From an optimization exercise on the open Yosys and OpenROAD flow, aimed at small area, a short achievable clock period and few clock cycles per item; shortcuts taken in it are not production practice.
The RTL was checked by simulation tests, not by an equivalence proof against the original design.

==> v23: inputs <==
==> flow/design.v <==
`timescale 1ns / 1ps
module sort_top ( t_go, t_rst, t_clk, t_n, t_wr_en, t_wr_addr, t_wr_data, t_sorted_data, t_done);
input t_go, t_rst, t_clk;
input [5:0] t_n;
input t_wr_en;
input [4:0] t_wr_addr;
input [7:0] t_wr_data;
output [7:0] t_sorted_data;
output t_done;
localparam R = 2;        
localparam C = 16;       
reg [7:0] v [0:R-1][0:C-1];
reg       act_e;         
reg       act_o;         
reg       merge;         
reg       calm1;         
reg       calm2;         
reg [4:0] cnt;           
reg [4:0] rl [0:R-1];    
reg [5:0] n_q;           
reg [7:0] out_q;
reg       done_q;
reg       idle;          
function gt8(input [7:0] x, input [7:0] y);
  reg [7:0] g, l;
  reg [3:0] g1, l1;
  reg [1:0] g2, l2;
  integer i;
  begin
    g = x & ~y;
    l = ~x & y;
    for (i = 0; i < 4; i = i + 1) begin
      g1[i] = g[2*i+1] | (~l[2*i+1] & g[2*i]);
      l1[i] = l[2*i+1] | (~g[2*i+1] & l[2*i]);
    end
    for (i = 0; i < 2; i = i + 1) begin
      g2[i] = g1[2*i+1] | (~l1[2*i+1] & g1[2*i]);
      l2[i] = l1[2*i+1] | (~g1[2*i+1] & l1[2*i]);
    end
    gt8 = g2[1] | (~l2[1] & g2[0]);
  end
endfunction
wire [C-2:0] sw [0:R-1];
wire [R-1:0] row_sw;
wire [R-1:0] hv;
wire [R-1:0] win;
reg          b_lt;
assign win[0] = hv[0] & (~hv[1] | ~b_lt);
assign win[1] = hv[1] & (~hv[0] | b_lt);
wire [R-1:0] adv;
assign adv[0] = (merge & win[0]) | sw[0][0];
assign adv[1] = (merge & win[1]) | sw[1][0];
wire b_lt_next = adv[0] ? (adv[1] ? gt8(v[0][1], v[1][1]) : gt8(v[0][1], v[1][0]))
                        : (adv[1] ? gt8(v[0][0], v[1][1]) : gt8(v[0][0], v[1][0]));
genvar r, j, q;
generate
  for (r = 0; r < R; r = r + 1) begin : g_row
    for (j = 0; j < C-1; j = j + 1) begin : g_pair
      wire act = (j % 2 == 1) ? act_o : act_e;
      assign sw[r][j] = act & (n_q > R * (j + 1) + r) & gt8(v[r][j], v[r][j+1]);
    end
    assign row_sw[r] = |sw[r];
    assign hv[r] = (rl[r] != 5'd0);
  end
endgenerate
generate
  for (r = 0; r < R; r = r + 1) begin : g_rc
    for (j = 0; j < C; j = j + 1) begin : g_cell
      wire s_wr    = t_wr_en & (t_wr_addr == R * j + r);
      wire s_right = (merge & win[r]) | ((j < C-1) ? sw[r][(j < C-1) ? j : 0] : 1'b0);
      wire s_left  = (j > 0) ? sw[r][(j > 0) ? j-1 : 0] : 1'b0;
      wire s_hold  = ~(s_wr | s_right | s_left);
      wire [7:0] vr = (j < C-1) ? v[r][(j < C-1) ? j+1 : j] : 8'd0;
      wire [7:0] vf = (j > 0) ? v[r][(j > 0) ? j-1 : j] : 8'd0;
      always @(posedge t_clk)
        v[r][j] <= ({8{s_wr}} & t_wr_data) | ({8{s_right}} & vr) | ({8{s_left}} & vf) | ({8{s_hold}} & v[r][j]);
    end
    always @(posedge t_clk) begin
      if (idle)
        rl[r] <= (t_n + (R - 1 - r)) >> 1;
      else if (merge & win[r])
        rl[r] <= rl[r] - 5'd1;
    end
  end
endgenerate
wire [7:0] head_min = ({8{win[0]}} & v[0][0]) | ({8{win[1]}} & v[1][0]);
assign t_sorted_data = out_q;
assign t_done = done_q;
always @(posedge t_clk) begin
  n_q <= t_n;
  out_q <= head_min;
  b_lt <= b_lt_next;
  if (t_rst) begin
    act_e <= 1'b0;
    act_o <= 1'b0;
    merge <= 1'b0;
    idle <= 1'b1;
    done_q <= 1'b0;
  end else begin
    done_q <= merge;
    if (idle) begin
      act_e <= t_go;
      idle <= ~t_go;
      cnt <= (t_n + 6'd1) >> 1;
      calm1 <= 1'b0;
      calm2 <= 1'b0;
    end else if (act_e | act_o) begin
      calm1 <= ~(|row_sw);
      calm2 <= calm1;
      if (cnt == 5'd1 || (calm1 && calm2)) begin
        act_e <= 1'b0;
        act_o <= 1'b0;
        merge <= 1'b1;
      end else begin
        act_e <= act_o;
        act_o <= act_e;
        cnt <= cnt - 5'd1;
      end
    end else begin
      if ((rl[0] == 5'd1 && rl[1] == 5'd0) || (rl[0] == 5'd0 && rl[1] == 5'd1)) begin
        merge <= 1'b0;
        idle <= 1'b1;
      end
    end
  end
end
endmodule
==> flow/flow/run.sh <==
#!/bin/bash
# The standard layout (standard.sh), except that abc maps the logic with an
# area-oriented script (flow/area.abc) in place of ORFS's speed script, and
# that the make variables listed in flow/make_args.txt (one per line) are
# added to ORFS's make command line. The synthesis is otherwise
# synth_recipe.tcl unchanged, so the registers and their names are the
# standard synthesis's. Each tool's output goes to a log here.
set -euo pipefail
W=$PWD
{
  printf 'proc abc {args} {\n'
  printf '  set i [lsearch -exact $args -script]\n'
  printf '  if {$i >= 0} { lset args [expr {$i + 1}] %s }\n' "$W/flow/area.abc"
  printf '  yosys abc {*}$args\n'
  printf '}\n'
  cat "$W/synth_recipe.tcl"
} > "$W/area_synth.tcl"
EXTRA=""
if [[ -f "$W/flow/make_args.txt" ]]; then
  while IFS= read -r line; do
    [[ -n "$line" ]] && EXTRA+=" '$line'"
  done < "$W/flow/make_args.txt"
fi
sed -e "s#SYNTH_SCRIPT=[^ ]*synth_recipe.tcl#SYNTH_SCRIPT=$W/area_synth.tcl#" \
    -e "s#^make -C \([^ ]*\) #make -C \1$EXTRA #" "$W/standard.sh" > "$W/area_standard.sh"
grep -q "SYNTH_SCRIPT=$W/area_synth.tcl" "$W/area_standard.sh"
bash "$W/area_standard.sh" > "$W/make.log" 2>&1
==> flow/flow/area.abc <==
strash
dch
map -a
topo
stime -c
==> flow/flow/make_args.txt <==
MATCH_CELL_FOOTPRINT=0
BUFFER_PORTS_ARGS=-buffer_cell sky130_fd_sc_hd__buf_4
==> flow/standard.sh <==
#!/bin/bash
# synth_recipe.tcl (not shown) runs the flow's synth.tcl, then flattens the netlist and writes it again
# the make line also repeats each setting of config.mk as NAME=value (left out here)
make -C /OpenROAD-flow-scripts/flow DESIGN_CONFIG=/design/flow/config.mk WORK_HOME=/design/flow/orfs CLKGATE_MAP_FILE= SYNTH_SCRIPT=/design/flow/synth_recipe.tcl "${@:-finish}"
==> flow/config.mk <==
export PLATFORM = sky130hd
export DESIGN_NAME = sort_top
export DESIGN_NICKNAME = sort_top
export VERILOG_FILES = /design/flow/design.v
export SDC_FILE = /design/flow/constraint.sdc
export NUM_CORES = 4
export LEC_CHECK = 0
export CAP_MARGIN = 20
export CORE_MARGIN = 2
export CORE_UTILIZATION = 40
export PLACE_DENSITY = 0.5
export SETUP_SLACK_MARGIN = 4.3
export SLEW_MARGIN = 20
==> flow/constraint.sdc <==
create_clock -name core_clock -period 6.5 [get_ports {t_clk}]
set_input_delay 1.3000 -clock core_clock [delete_from_list [all_inputs] [get_ports {t_clk}]]
set_output_delay 1.3000 -clock core_clock [all_outputs]
set_load 0.01 [all_outputs]
==> v14: changes against v23 <==
==> flow/design.v (replaced) <==
`timescale 1ns / 1ps
module sort_top ( t_go, t_rst, t_clk, t_n, t_wr_en, t_wr_addr, t_wr_data, t_sorted_data, t_done);
input t_go, t_rst, t_clk;
input [5:0] t_n;
input t_wr_en;
input [4:0] t_wr_addr;
input [7:0] t_wr_data;
output [7:0] t_sorted_data;
output t_done;
localparam N = 32;
reg [7:0] v [0:N-1];
reg       go_q, wv_q;
reg [5:0] n_q;
reg [4:0] wa_q;
reg [7:0] wd_q;
reg       sorting;       
reg       outp;          
reg       phase;         
reg [5:0] cnt;           
wire idle = ~sorting & ~outp;
wire go = idle & go_q;
wire round = go | sorting;
wire rphase = sorting & phase;     
function gt8(input [7:0] x, input [7:0] y);
  reg [7:0] g, l;
  reg [3:0] g1, l1;
  reg [1:0] g2, l2;
  integer i;
  begin
    g = x & ~y;
    l = ~x & y;
    for (i = 0; i < 4; i = i + 1) begin
      g1[i] = g[2*i+1] | (~l[2*i+1] & g[2*i]);
      l1[i] = l[2*i+1] | (~g[2*i+1] & l[2*i]);
    end
    for (i = 0; i < 2; i = i + 1) begin
      g2[i] = g1[2*i+1] | (~l1[2*i+1] & g1[2*i]);
      l2[i] = l1[2*i+1] | (~g1[2*i+1] & l1[2*i]);
    end
    gt8 = g2[1] | (~l2[1] & g2[0]);
  end
endfunction
wire [N-2:0] sw;
genvar k;
generate
  for (k = 0; k < N-1; k = k + 1) begin : g_pair
    wire in_n = (n_q > k + 1);
    wire par = (k % 2 == 1);
    assign sw[k] = round & (rphase == par) & in_n & gt8(v[k], v[k+1]);
  end
endgenerate
generate
  for (k = 0; k < N; k = k + 1) begin : g_cell
    wire s_wr    = idle & wv_q & (wa_q == k);
    wire s_right = outp | ((k < N-1) ? sw[(k < N-1) ? k : 0] : 1'b0);
    wire s_left  = (k > 0) ? sw[(k > 0) ? k-1 : 0] : 1'b0;
    wire s_hold  = ~(s_wr | s_right | s_left);
    wire [7:0] vr = (k < N-1) ? v[(k < N-1) ? k+1 : k] : 8'd0;
    wire [7:0] vf = (k > 0) ? v[(k > 0) ? k-1 : k] : 8'd0;
    always @(posedge t_clk)
      v[k] <= ({8{s_wr}} & wd_q) | ({8{s_right}} & vr) | ({8{s_left}} & vf) | ({8{s_hold}} & v[k]);
  end
endgenerate
assign t_sorted_data = v[0];
assign t_done = outp;
always @(posedge t_clk) begin
  n_q <= t_n;
  wa_q <= t_wr_addr;
  wd_q <= t_wr_data;
  if (t_rst) begin
    go_q <= 1'b0;
    wv_q <= 1'b0;
  end else begin
    go_q <= t_go;
    wv_q <= t_wr_en;
  end
end
always @(posedge t_clk) begin
  if (t_rst) begin
    sorting <= 1'b0;
    outp <= 1'b0;
  end else if (go) begin
    phase <= 1'b1;
    if (n_q == 6'd1) begin
      outp <= 1'b1;
      cnt <= n_q;
    end else begin
      sorting <= 1'b1;
      cnt <= n_q - 6'd1;
    end
  end else if (sorting) begin
    phase <= ~phase;
    if (cnt == 6'd1) begin
      sorting <= 1'b0;
      outp <= 1'b1;
      cnt <= n_q;
    end else begin
      cnt <= cnt - 6'd1;
    end
  end else if (outp) begin
    if (cnt == 6'd1) outp <= 1'b0;
    cnt <= cnt - 6'd1;
  end
end
endmodule
==> flow/run.sh (new file) <==
#!/bin/bash
# synth_recipe.tcl (not shown) runs the flow's synth.tcl, then flattens the netlist and writes it again
# the make line also repeats each setting of config.mk as NAME=value (left out here)
make -C /OpenROAD-flow-scripts/flow DESIGN_CONFIG=/design/flow/config.mk WORK_HOME=/design/flow/orfs CLKGATE_MAP_FILE= SYNTH_SCRIPT=/design/flow/synth_recipe.tcl finish
SETUP_SLACK_MARGIN = 4.0   (was 4.3)
removed: flow/flow/run.sh
removed: flow/flow/area.abc
removed: flow/flow/make_args.txt
removed: flow/standard.sh
==> impl_metrics.tcl <==
set metrics [dict create \
    cts_buffers 36 \
    multi_input_gates 1702 \
    fin_nets 2641 \
    yosys.area_share.simple_pct 20.2 \
    outcome "timing/DRC/antenna clean" \
    synth_compound_area_share_pct 34.1 \
    fp.dieH_um 208 \
    crit_type "in -> reg" \
    wl_met3_um 4090 \
    max_stage_delay_ps 180 \
    ir_worst_vdd_mv 0.237 \
    synth_fa_ha_area_share_pct 0.674 \
    viasPerCell 6.07 \
]
# the run above: v23

==> impl_metrics.tcl <==
set metrics [dict create \
    multi_input_gates 1737 \
    fin_nets 2403 \
    outcome "timing/DRC/antenna clean" \
    ir_worst_vdd_mv 0.243 \
    yosys.area_share.simple_pct 20.5 \
    power_w 0.0104 \
    viasPerCell 6.65 \
    synth_compound_area_share_pct 35.9 \
    fp.dieH_um 222 \
    synth_fa_ha_area_share_pct 5.97 \
    worst_slack_ps 4020 \
    cts_buffers 39 \
]
# the run above: v14

Testbench counts of v23, summed over its fixed seeds: cycles 4,189, items 1,645.
Testbench counts of v14, summed over its fixed seeds: cycles 4,999, items 1,645.

==> static timing again, ports no longer ideal <==
Ports are ideal in the flow. The routed layouts listed here were re-timed in OpenROAD.
Step 1, drivers: a clkbuf_16 drives t_clk and a buf_2 each remaining input, both assumed.
Step 2, shift: input delay + t, output delay - t, t = (earliest + latest rising clock arrival at the registers) / 2. This alone moves slack from input paths to output paths.
Three values: ideal, step 1, step 2; two values: the first two.
run	shift t [ns]	slack for setup (ns)	worst setup path after step 2	worst slew at a driven data input, ns
v23	0.597	4.186 / 4.167 / 3.594	input to register	0.05
v14	0.609	4.021 / 3.964 / 3.677	input to register	0.07
After both steps setup and hold are still met in every run listed. The setup slack of v23, which loses most, moves by -0.019 ns with the drivers and by -0.592 ns with both steps.
